This design comes from an exercise in tuning for small area on the open sky130 flow, not from production work. Only simulation tests tie the RTL to the original design; equivalence was not proved. Power is estimated from default activity; no workload was simulated.

==> config.mk <==
export PLATFORM = sky130hd
export DESIGN_NAME = uart_box
export DESIGN_NICKNAME = uart_box
export VERILOG_FILES = /design/flow/design.v
export SDC_FILE = /design/flow/constraint.sdc
export NUM_CORES = 4
export LEC_CHECK = 0
export CAP_MARGIN = 20
export CORE_MARGIN = 2
export CORE_UTILIZATION = 50
export SLEW_MARGIN = 20
==> constraint.sdc <==
create_clock -name core_clock -period 10.0 [get_ports {CLK}]
set_input_delay 2.0000 -clock core_clock [delete_from_list [all_inputs] [get_ports {CLK}]]
set_output_delay 2.0000 -clock core_clock [all_outputs]
set_load 0.01 [all_outputs]
==> design.v <==
module serial_tx_box 
(                             
input  wire	      	CLK,		
input  wire       	RST,		
input  wire       	I_STB,       
input  wire [7:0] 	I_DATA,	
output wire       	I_ACK,
output wire       	O_TxD,		
input  wire [15:0] 	CFG_CLK_DIV
);                            
wire       f0_stb;
wire       f0_ack;
reg  [7:0] f0_data [31:0];
reg  [5:0] f0_sel;
wire       f0_full;
wire       f0_rdy;
wire       f1_stb;	
wire       f1_clr;	
reg  [7:0] f1_data;
reg        f1_rdy;
wire       f1_ack;
reg  [15:0] sc_cntl;
reg  [2:0] sc_cnth;
wire       sc_tic;
wire       sc_lde;
integer    tx_state;
reg        tx_bit;
wire       tx_ack;
reg  [8:0] tx_reg;
assign                             f0_stb = f0_ack; 
always@(posedge CLK)
 if(f0_stb)
	begin
		f0_data[5'h00] <= I_DATA;
		f0_data[5'h01] <= f0_data[5'h00];
		f0_data[5'h02] <= f0_data[5'h01];
		f0_data[5'h03] <= f0_data[5'h02];
		f0_data[5'h04] <= f0_data[5'h03];
		f0_data[5'h05] <= f0_data[5'h04];
		f0_data[5'h06] <= f0_data[5'h05];
		f0_data[5'h07] <= f0_data[5'h06];
		f0_data[5'h08] <= f0_data[5'h07];
		f0_data[5'h09] <= f0_data[5'h08];
		f0_data[5'h0A] <= f0_data[5'h09];
		f0_data[5'h0B] <= f0_data[5'h0A];
		f0_data[5'h0C] <= f0_data[5'h0B];
		f0_data[5'h0D] <= f0_data[5'h0C];
		f0_data[5'h0E] <= f0_data[5'h0D];
		f0_data[5'h0F] <= f0_data[5'h0E];
		f0_data[5'h10] <= f0_data[5'h0F];
		f0_data[5'h11] <= f0_data[5'h10];
		f0_data[5'h12] <= f0_data[5'h11];
		f0_data[5'h13] <= f0_data[5'h12];
		f0_data[5'h14] <= f0_data[5'h13];
		f0_data[5'h15] <= f0_data[5'h14];
		f0_data[5'h16] <= f0_data[5'h15];
		f0_data[5'h17] <= f0_data[5'h16];
		f0_data[5'h18] <= f0_data[5'h17];
		f0_data[5'h19] <= f0_data[5'h18];
		f0_data[5'h1A] <= f0_data[5'h19];
		f0_data[5'h1B] <= f0_data[5'h1A];
		f0_data[5'h1C] <= f0_data[5'h1B];
		f0_data[5'h1D] <= f0_data[5'h1C];
		f0_data[5'h1E] <= f0_data[5'h1D];
		f0_data[5'h1F] <= f0_data[5'h1E];
	end
always@(posedge CLK or posedge RST) 
 if(RST)                         f0_sel       <=         - 1;
 else if(~f0_ack &&  f1_stb)     f0_sel       <=  f0_sel - 1;
 else if( f0_ack && ~f1_stb)     f0_sel       <=  f0_sel + 1;
assign                           f0_rdy        = ~f0_sel[5];
assign                           f0_full       =  f0_sel==6'b0_11111;
assign                           f0_ack        = ~f0_full && I_STB;
assign                           I_ACK         =  f0_ack;
assign                           f1_stb        = (f1_ack || ~f1_rdy) && f0_rdy;
assign                           f1_clr        =  f1_ack;
always@(posedge CLK or posedge RST)			   
 if(RST)                         f1_data      <= 0;
 else if(f1_stb)                 f1_data      <= f0_data[f0_sel[4:0]];
always@(posedge CLK or posedge RST)			   
 if(RST)                         f1_rdy       <= 0;
 else if(f1_stb)                 f1_rdy       <= f0_rdy;
 else if(f1_clr)                 f1_rdy       <= 0;
assign                           f1_ack        = tx_ack & f1_rdy;
assign                           sc_tic   = (sc_cntl==CFG_CLK_DIV);
always@(posedge CLK or posedge RST)
 if(RST)                         sc_cntl <= 1; 
 else if(tx_state==0)            sc_cntl <= 1;
 else if(tx_state==13)           sc_cntl <= 1;
 else                            sc_cntl <= (sc_tic) ? 1 : sc_cntl + 1;
always@(posedge CLK or posedge RST)
 if(RST)                         sc_cnth <= 0; 
 else if(tx_state==0)            sc_cnth <= 0;
 else if(tx_state==13)           sc_cnth <= 0;
 else if(sc_tic)                 sc_cnth <= sc_cnth+1;
assign                           sc_lde  = sc_tic && (sc_cnth==3'h0);
always@(posedge CLK or posedge RST)
 if(RST)                         tx_state <= 0;
 else case(tx_state)
  0:   	 if( f1_rdy)            tx_state <= 1; 
  1:      if( sc_lde)            tx_state <= 2;   
  2:      if( sc_lde)            tx_state <= 3;   
  3:      if( sc_lde)            tx_state <= 4;   
  4:      if( sc_lde)            tx_state <= 5;   
  5:      if( sc_lde)            tx_state <= 6;   
  6:      if( sc_lde)            tx_state <= 7;   
  7:      if( sc_lde)            tx_state <= 8;   
  8:      if( sc_lde)            tx_state <= 9;   
  9:      if( sc_lde)            tx_state <= 10;  
 10:      if( sc_lde)            tx_state <= 11;  
 11:      if( sc_lde)            tx_state <= 12; 
 12:      if( sc_lde)            tx_state <= 13;  
 13:      if( f1_rdy)            tx_state <= 1;
     else                        tx_state <= 0;
 endcase
assign                           tx_ack    = (tx_state==1) && sc_lde && f1_rdy;
always@(posedge CLK or posedge RST)
 if(RST)                         tx_reg   <= 9'h1FF;
 else if(tx_state==1  && sc_lde) tx_reg   <= {f1_data,1'b0};
 else if(tx_state==2  && sc_lde) tx_reg   <= {1'b1,tx_reg[8:1]};
 else if(tx_state==3  && sc_lde) tx_reg   <= {1'b1,tx_reg[8:1]};
 else if(tx_state==4  && sc_lde) tx_reg   <= {1'b1,tx_reg[8:1]};
 else if(tx_state==5  && sc_lde) tx_reg   <= {1'b1,tx_reg[8:1]};
 else if(tx_state==6  && sc_lde) tx_reg   <= {1'b1,tx_reg[8:1]};
 else if(tx_state==7  && sc_lde) tx_reg   <= {1'b1,tx_reg[8:1]};
 else if(tx_state==8  && sc_lde) tx_reg   <= {1'b1,tx_reg[8:1]};
 else if(tx_state==9  && sc_lde) tx_reg   <= {1'b1,tx_reg[8:1]};
 else if(tx_state==10 && sc_lde) tx_reg   <= 9'h1FF;
always@(posedge CLK or posedge RST)
 if(RST)                         tx_bit  <= 1'b1; 
 else                            tx_bit  <= tx_reg[0];
assign                           O_TxD    = tx_bit;
endmodule
module serial_rx_box 
(                             
input  wire	      	CLK,		
input  wire       	RST,		
input  wire       	I_RxD,		
output wire       	O_STB,       
output wire [7:0] 	O_DATA,	
input  wire       	O_ACK,
input  wire [15:0] CFG_CLK_DIV
);                            
reg  [15:0] sc_cntl;
reg  [2:0] sc_cnth;
wire       sc_tic;
wire       sc_lde;
wire       f0_stb;
reg  [7:0] f0_data [31:0];
reg  [5:0] f0_sel;
wire       f0_rdy;
wire       f0_full;
wire       f0_wr;
wire       f1_stb;	
wire       f1_clr;	
reg  [7:0] f1_data;
reg        f1_rdy;
wire       f1_ack;
integer    rx_state;
reg  [3:0] rx_filter;
wire       rx_bit;
reg  [7:0] rx_reg;
assign                         sc_tic   = (sc_cntl==CFG_CLK_DIV);
always@(posedge CLK or posedge RST)
 if(RST)                       sc_cntl <= 1; 
 else if(rx_state==0)          sc_cntl <= 1;
 else                          sc_cntl <= (sc_tic) ? 1 : sc_cntl + 1;
always@(posedge CLK or posedge RST)
 if(RST)                       sc_cnth <= 0; 
 else if(rx_state==0)          sc_cnth <= 0;
 else if(sc_tic)               sc_cnth <= sc_cnth+1;
assign                         sc_lde  = sc_tic && (sc_cnth==3'h4);
always@(posedge CLK or posedge RST)
 if(RST)                     rx_filter <= 4'hF;
 else                        rx_filter <= {rx_filter[2:0],I_RxD};
assign                       rx_bit     = rx_filter[3];
always@(posedge CLK or posedge RST)
 if(RST)                     rx_state <= 0;
 else case(rx_state)
  0:   	 if(!rx_bit)        rx_state <= 1; 
  1:      if( sc_lde)        rx_state <= 2;   
  2:      if( sc_lde)        rx_state <= 3;   
  3:      if( sc_lde)        rx_state <= 4;   
  4:      if( sc_lde)        rx_state <= 5;   
  5:      if( sc_lde)        rx_state <= 6;   
  6:      if( sc_lde)        rx_state <= 7;   
  7:      if( sc_lde)        rx_state <= 8;   
  8:      if( sc_lde)        rx_state <= 9;   
  9:      if( sc_lde)        rx_state <= 10;  
 10:      if( sc_lde)        rx_state <= 11;  
 11:                         rx_state <= 0;
 endcase
always@(posedge CLK or posedge RST)
 if(RST)                        rx_reg   <= 0;
 else if(rx_state==2 && sc_lde) rx_reg   <= {rx_bit,rx_reg[7:1]};
 else if(rx_state==3 && sc_lde) rx_reg   <= {rx_bit,rx_reg[7:1]};
 else if(rx_state==4 && sc_lde) rx_reg   <= {rx_bit,rx_reg[7:1]};
 else if(rx_state==5 && sc_lde) rx_reg   <= {rx_bit,rx_reg[7:1]};
 else if(rx_state==6 && sc_lde) rx_reg   <= {rx_bit,rx_reg[7:1]};
 else if(rx_state==7 && sc_lde) rx_reg   <= {rx_bit,rx_reg[7:1]};
 else if(rx_state==8 && sc_lde) rx_reg   <= {rx_bit,rx_reg[7:1]};
 else if(rx_state==9 && sc_lde) rx_reg   <= {rx_bit,rx_reg[7:1]};
assign                          f0_stb    = (rx_state==11);
assign                              f0_full       =  f0_sel==6'b0_11111;
assign                              f0_wr         =  f0_stb && (~f0_full || f1_stb);
always@(posedge CLK)
 if(f0_wr)
	begin
		f0_data[5'h00] <= rx_reg;
		f0_data[5'h01] <= f0_data[5'h00];
		f0_data[5'h02] <= f0_data[5'h01];
		f0_data[5'h03] <= f0_data[5'h02];
		f0_data[5'h04] <= f0_data[5'h03];
		f0_data[5'h05] <= f0_data[5'h04];
		f0_data[5'h06] <= f0_data[5'h05];
		f0_data[5'h07] <= f0_data[5'h06];
		f0_data[5'h08] <= f0_data[5'h07];
		f0_data[5'h09] <= f0_data[5'h08];
		f0_data[5'h0A] <= f0_data[5'h09];
		f0_data[5'h0B] <= f0_data[5'h0A];
		f0_data[5'h0C] <= f0_data[5'h0B];
		f0_data[5'h0D] <= f0_data[5'h0C];
		f0_data[5'h0E] <= f0_data[5'h0D];
		f0_data[5'h0F] <= f0_data[5'h0E];
		f0_data[5'h10] <= f0_data[5'h0F];
		f0_data[5'h11] <= f0_data[5'h10];
		f0_data[5'h12] <= f0_data[5'h11];
		f0_data[5'h13] <= f0_data[5'h12];
		f0_data[5'h14] <= f0_data[5'h13];
		f0_data[5'h15] <= f0_data[5'h14];
		f0_data[5'h16] <= f0_data[5'h15];
		f0_data[5'h17] <= f0_data[5'h16];
		f0_data[5'h18] <= f0_data[5'h17];
		f0_data[5'h19] <= f0_data[5'h18];
		f0_data[5'h1A] <= f0_data[5'h19];
		f0_data[5'h1B] <= f0_data[5'h1A];
		f0_data[5'h1C] <= f0_data[5'h1B];
		f0_data[5'h1D] <= f0_data[5'h1C];
		f0_data[5'h1E] <= f0_data[5'h1D];
		f0_data[5'h1F] <= f0_data[5'h1E];
	end
always@(posedge CLK or posedge RST) 
 if(RST)                            f0_sel       <=         - 1;
 else if(~f0_wr  &&  f1_stb)        f0_sel       <=  f0_sel - 1;
 else if( f0_wr  && ~f1_stb)        f0_sel       <=  f0_sel + 1;
assign                              f0_rdy        = ~f0_sel[5];
assign                              f1_stb        = (f1_ack || ~f1_rdy) && f0_rdy;
assign                              f1_clr        =  f1_ack;
always@(posedge CLK or posedge RST)			   
 if(RST)                            f1_data      <= 0;
 else if(f1_stb)                    f1_data      <= f0_data[f0_sel[4:0]];
 else if(f1_clr)                    f1_data      <= 0;
always@(posedge CLK or posedge RST)			   
 if(RST)                            f1_rdy       <= 0;
 else if(f1_stb)                    f1_rdy       <= f0_rdy;
 else if(f1_clr)                    f1_rdy       <= 0;
assign                              O_DATA        = f1_data;
assign                              O_STB         = f1_rdy;
assign                              f1_ack        = O_ACK & f1_rdy;
endmodule
module uart_box
(
input  wire        CLK,
input  wire        RST,
input  wire        I_STB,
input  wire [7:0]  I_DATA,
output wire        I_ACK,
output wire        O_TxD,
input  wire        I_RxD,
output wire        O_STB,
output wire [7:0]  O_DATA,
input  wire        O_ACK,
input  wire [15:0] CFG_CLK_DIV
);
serial_tx_box tx
(
.CLK        (CLK),
.RST        (RST),
.I_STB      (I_STB),
.I_DATA     (I_DATA),
.I_ACK      (I_ACK),
.O_TxD      (O_TxD),
.CFG_CLK_DIV(CFG_CLK_DIV)
);
serial_rx_box rx
(
.CLK        (CLK),
.RST        (RST),
.I_RxD      (I_RxD),
.O_STB      (O_STB),
.O_DATA     (O_DATA),
.O_ACK      (O_ACK),
.CFG_CLK_DIV(CFG_CLK_DIV)
);
endmodule
==> run.sh <==
#!/bin/bash
# synth_recipe.tcl (not shown) runs the flow's synth.tcl, then flattens the netlist and writes it again
# the make line also repeats each setting of config.mk as NAME=value (left out here)
make -C /OpenROAD-flow-scripts/flow DESIGN_CONFIG=/design/flow/config.mk WORK_HOME=/design/flow/orfs CLKGATE_MAP_FILE= SYNTH_SCRIPT=/design/flow/synth_recipe.tcl finish
==> flow_summary.json <==
{
  "placement_rows": 82,
  "drt_first_pass_iters": 6,
  "synth_top_cell_area_share_pct": 60.7,
  "cts_tree": "done",
  "avgRoutedWirePerCell_um": 25.9,
  "cts_hold_repair.buffers": 0,
  "grt_pass1_vias": 15700,
  "biggestRegsByFlops": "rx.f0_data: 256 flops, tx.f0_data: 256 flops",
  "dieArea_mm2": 0.0525,
  "timing.slew.headroom_pct": 22.2,
  "path_clk_slew_ns": 0.06,
  "period_minus_slack_ns": 6.15,
  "ant_nets": 0,
  "crit_type": "in -> out",
  "synthesis.area_per_instance_um2": 14.3,
  "reg2reg_from": "tx.f0_sel[3]",
  "synth_largest_area_cell": "edfxtp_1",
  "route.final.wire_length_mm": 65.6,
  "cp_cell_sequence": "clkdlybuf4s50_1 -> o21ai_0 -> inv_8 -> clkdlybuf4s50_1",
  "area_growth_pct": 13.5,
  "finish.net_count": 1857,
  "crit_slowest_cell": "clkdlybuf4s50_1",
  "maxCapViolCount": 0,
  "cts-resized-gates": 0,
  "leading_post_synthesis_cells_by_cell_area": "edfxtp_1, dfrtp_1, dfstp_2",
  "chipWidth_um": 229,
  "sequential_share_of_the_synthesized_area_pct": 70.5,
  "worst_skew_pair.late_latency_ns": 0.61,
  "netlist_area_mm2": 0.0253,
  "cts_num_sinks": 610,
  "timing.reg2reg.worst_path_depth": 6,
  "ys_dominant_reg_cell": "edfxtp_1",
  "design_area_mm2": 0.0287,
  "syn_inst": 1767,
  "vias": 16100,
  "cp.buffers_inverters": 3,
  "report.final.hold_viol_count": 0,
  "crit_fanout": 92,
  "power.static_leakage_nw": 9.11,
  "postSynthRegisterBits": 610,
  "hold_depth": 0,
  "cts.htree.levels": 3,
  "synth_enable_flop_cells": 512,
  "grt_start_max_net_pins": 220,
  "timing.critical_path.slowest_cell_delay_ns": 0.67,
  "setup.reg_to_reg.worst_slack_ns": 5.69,
  "filler_cell_count": 4042,
  "io-pin-count": 40,
  "achievable-frequency_mhz": 162,
  "slew_violations": 0,
  "critical_path.reg2reg.endpoint": "tx.f0_data[6][0]",
  "via_per_inst": 6.37,
  "syn-num-nets": 1817,
  "ctsRootBufferMaster": "clkbuf_16",
  "power_per_cell_area_mw_per_mm2": 264,
  "final.setup_skew_ns": 0.0283,
  "grtUsageTotal_pct": 24.8,
  "numCtsBuffers": 66,
  "run_status": "finished clean",
  "clock_path_buffers": 3,
  "layout-drive-gt1-share_pct": 11.6,
  "critical-path-top-cell-by-count": "clkdlybuf4s50_1",
  "critical_path.endpoint_type": "output pin",
  "routabilityCongestion": 0.836,
  "post_cts.repair.setup_buffers": 0,
  "first_pass_grt_wire_length_mm": 98.7,
  "placeableCoreArea_mm2": 0.0501,
  "post-synth-top-count-cell": "edfxtp_1",
  "timing.final.setup_violations": 0,
  "timing.hold.worst.class": "reg -> reg",
  "rsz0062_at_grt": "false",
  "fp.dieH_um": 229,
  "hold_path.startpoint": "rx.rx_filter[1]",
  "dp_hpwl_mm": 40.5,
  "worst_pin_slew_ns": 1.16,
  "post_route_worst_setup_slack_ns": 3.85,
  "arrival_ns": 4.15,
  "number_of_antenna_violations_at_the_first_check_in_global_routing": 0,
  "yosysUniqueCellTypes": 80,
  "irDropWorstVdd_uv": 136,
  "synth_async_sr_flop_share_pct": 16.1,
  "layout_worst_path_cycle_share_pct": 61.5,
  "hold-path-endpoint": "rx.rx_filter[2]",
  "dr.first_iter.drc_count": 1984,
  "fin_setup_tns_ns": 0,
  "synth.yosys.warnings": 4,
  "grt_overflow_total": 0,
  "initial_core_util_pct": 50.6,
  "diodes": 0,
  "detailedPlace.worstSlack_ns": 3.87,
  "netlist_top_cells_count": "edfxtp_1, nand3_1, nor2_1",
  "critical-path-top-delay-family": "buffers and inverters",
  "post-route-drc-count": 0,
  "critPathLaunchType": "input pin",
  "timing.critical_path.required_ns": 8.00,
  "port_buffers": 39,
  "detailed_place.area_mm2": 0.0264
}
layout by cell type, fill, tap and decap left out, types with 11 or more instances in the layout:
cell	count
edfxtp_1	512
nand3_1	135
nor2_1	89
nand2_1	75
dfrtp_1	70
clkbuf_16	67
o21ai_0	47
xor2_1	43
nand4_1	41
clkdlybuf4s50_1	39
a21oi_1	38
a22oi_1	37
a32oi_1	37
and3_1	36
nor3_1	35
xnor2_1	33
buf_4	33
mux2i_1	29
mux2_2	28
dfstp_2	28
inv_1	26
a22o_1	24
a32o_1	24
nor2b_1	23
a31oi_1	21
ha_1	19
nor4_1	18
and2_1	14
clkinv_1	12
bufinv_16	12
clkbuf_1	11
stage by stage:
stage               hold WS, ns  total power [mW]  utilization, %  cells
finish                    0.355              7.59            57.4   2529
global route              0.359              7.85            57.4   2529
CTS                       0.357              7.59            57.3   2528
detailed placement        0.348              5.01            52.8   2410
global placement          0.346              5.02            52.8   2409
floorplan                 0.345              4.26               -   1767
worst max path at each step:
stage | slack (ns) | from | end | cells past startpoint
after floorplan | 0.90 | I_STB | I_ACK | 2
after global placement | 3.90 | I_STB | I_ACK | 4
after detailed placement | 3.87 | I_STB | I_ACK | 4
after CTS | 3.87 | I_STB | I_ACK | 4
after global routing | 3.81 | I_STB | I_ACK | 4
final | 3.85 | I_STB | I_ACK | 4
power breakdown:
part / total (mW) / internal, mW / switching [mW]
Clock: 2.58 / 1.57 / 1.01
Sequential: 3.03 / 2.89 / 0.139
Combinational: 1.99 / 0.634 / 1.35
per-layer routing:
metal / share of wire (%) / vias to the layer above / global-route usage, %
li1: - / 7028 / -
met1: 42 / 8066 / 36.2
met2: 45 / 848 / 36.4
met3: 9.1 / 157 / 5.69
met4: 3.9 / 0 / 9.52
met5: 0 / - / 0
cell type report:
cell class	count	area [um^2]	share of cell area (%)
sequential	610	17900	62.2
tap	672	841	2.93
clock inverter	37	510	1.78
timing repair buffer	76	702	2.44
clock buffer	81	1760	6.12
multi-input combinational	1023	6930	24.1
inverter	30	123	0.427
kinds of logic (layout without fill, tap and decap cells):
logic type               count (synthesis)  after routing  synth area share, %
adder cells (fa/ha/maj)                 21             21                 1.10
AO/OA/AOI/OAI                          324            324                 9.53
multiplexers                            58             58                 2.44
XOR/XNOR                                76             76                 2.63
AND/OR/NAND/NOR                        544            544                 11.5
buffers and inverters                  134            224                 2.27
flip-flops                             610            610                 70.5

## static timing again, ports no longer ideal
The results above use ideal ports. As a check the final layout listed here was re-extracted and re-timed, cells and wires unchanged. Step 1 assumes that a clkbuf_16 drives the clock port and a buf_2 every other input. Step 2 moves the port delays by t, midway between the first and last clock arrival at a register: inputs arrive t later, outputs are due t later. That takes back most of the time a late clock gives input paths. Slacks: ideal ports / drivers / drivers and shift; pairs: ideal ports / drivers.
t, ns: 0.654
slack for setup (ns): 3.846 / 3.815 / 3.815
worst hold slack (ns): 0.355 / 0.355 / 0.355
slew at the worst register clock pin (ns): 0.06 / 0.06
cell pins on the clock port's net: 1
After both steps setup and hold are still met in this run. The setup slack of this run moves by -0.031 ns with the drivers and by -0.031 ns with both steps.
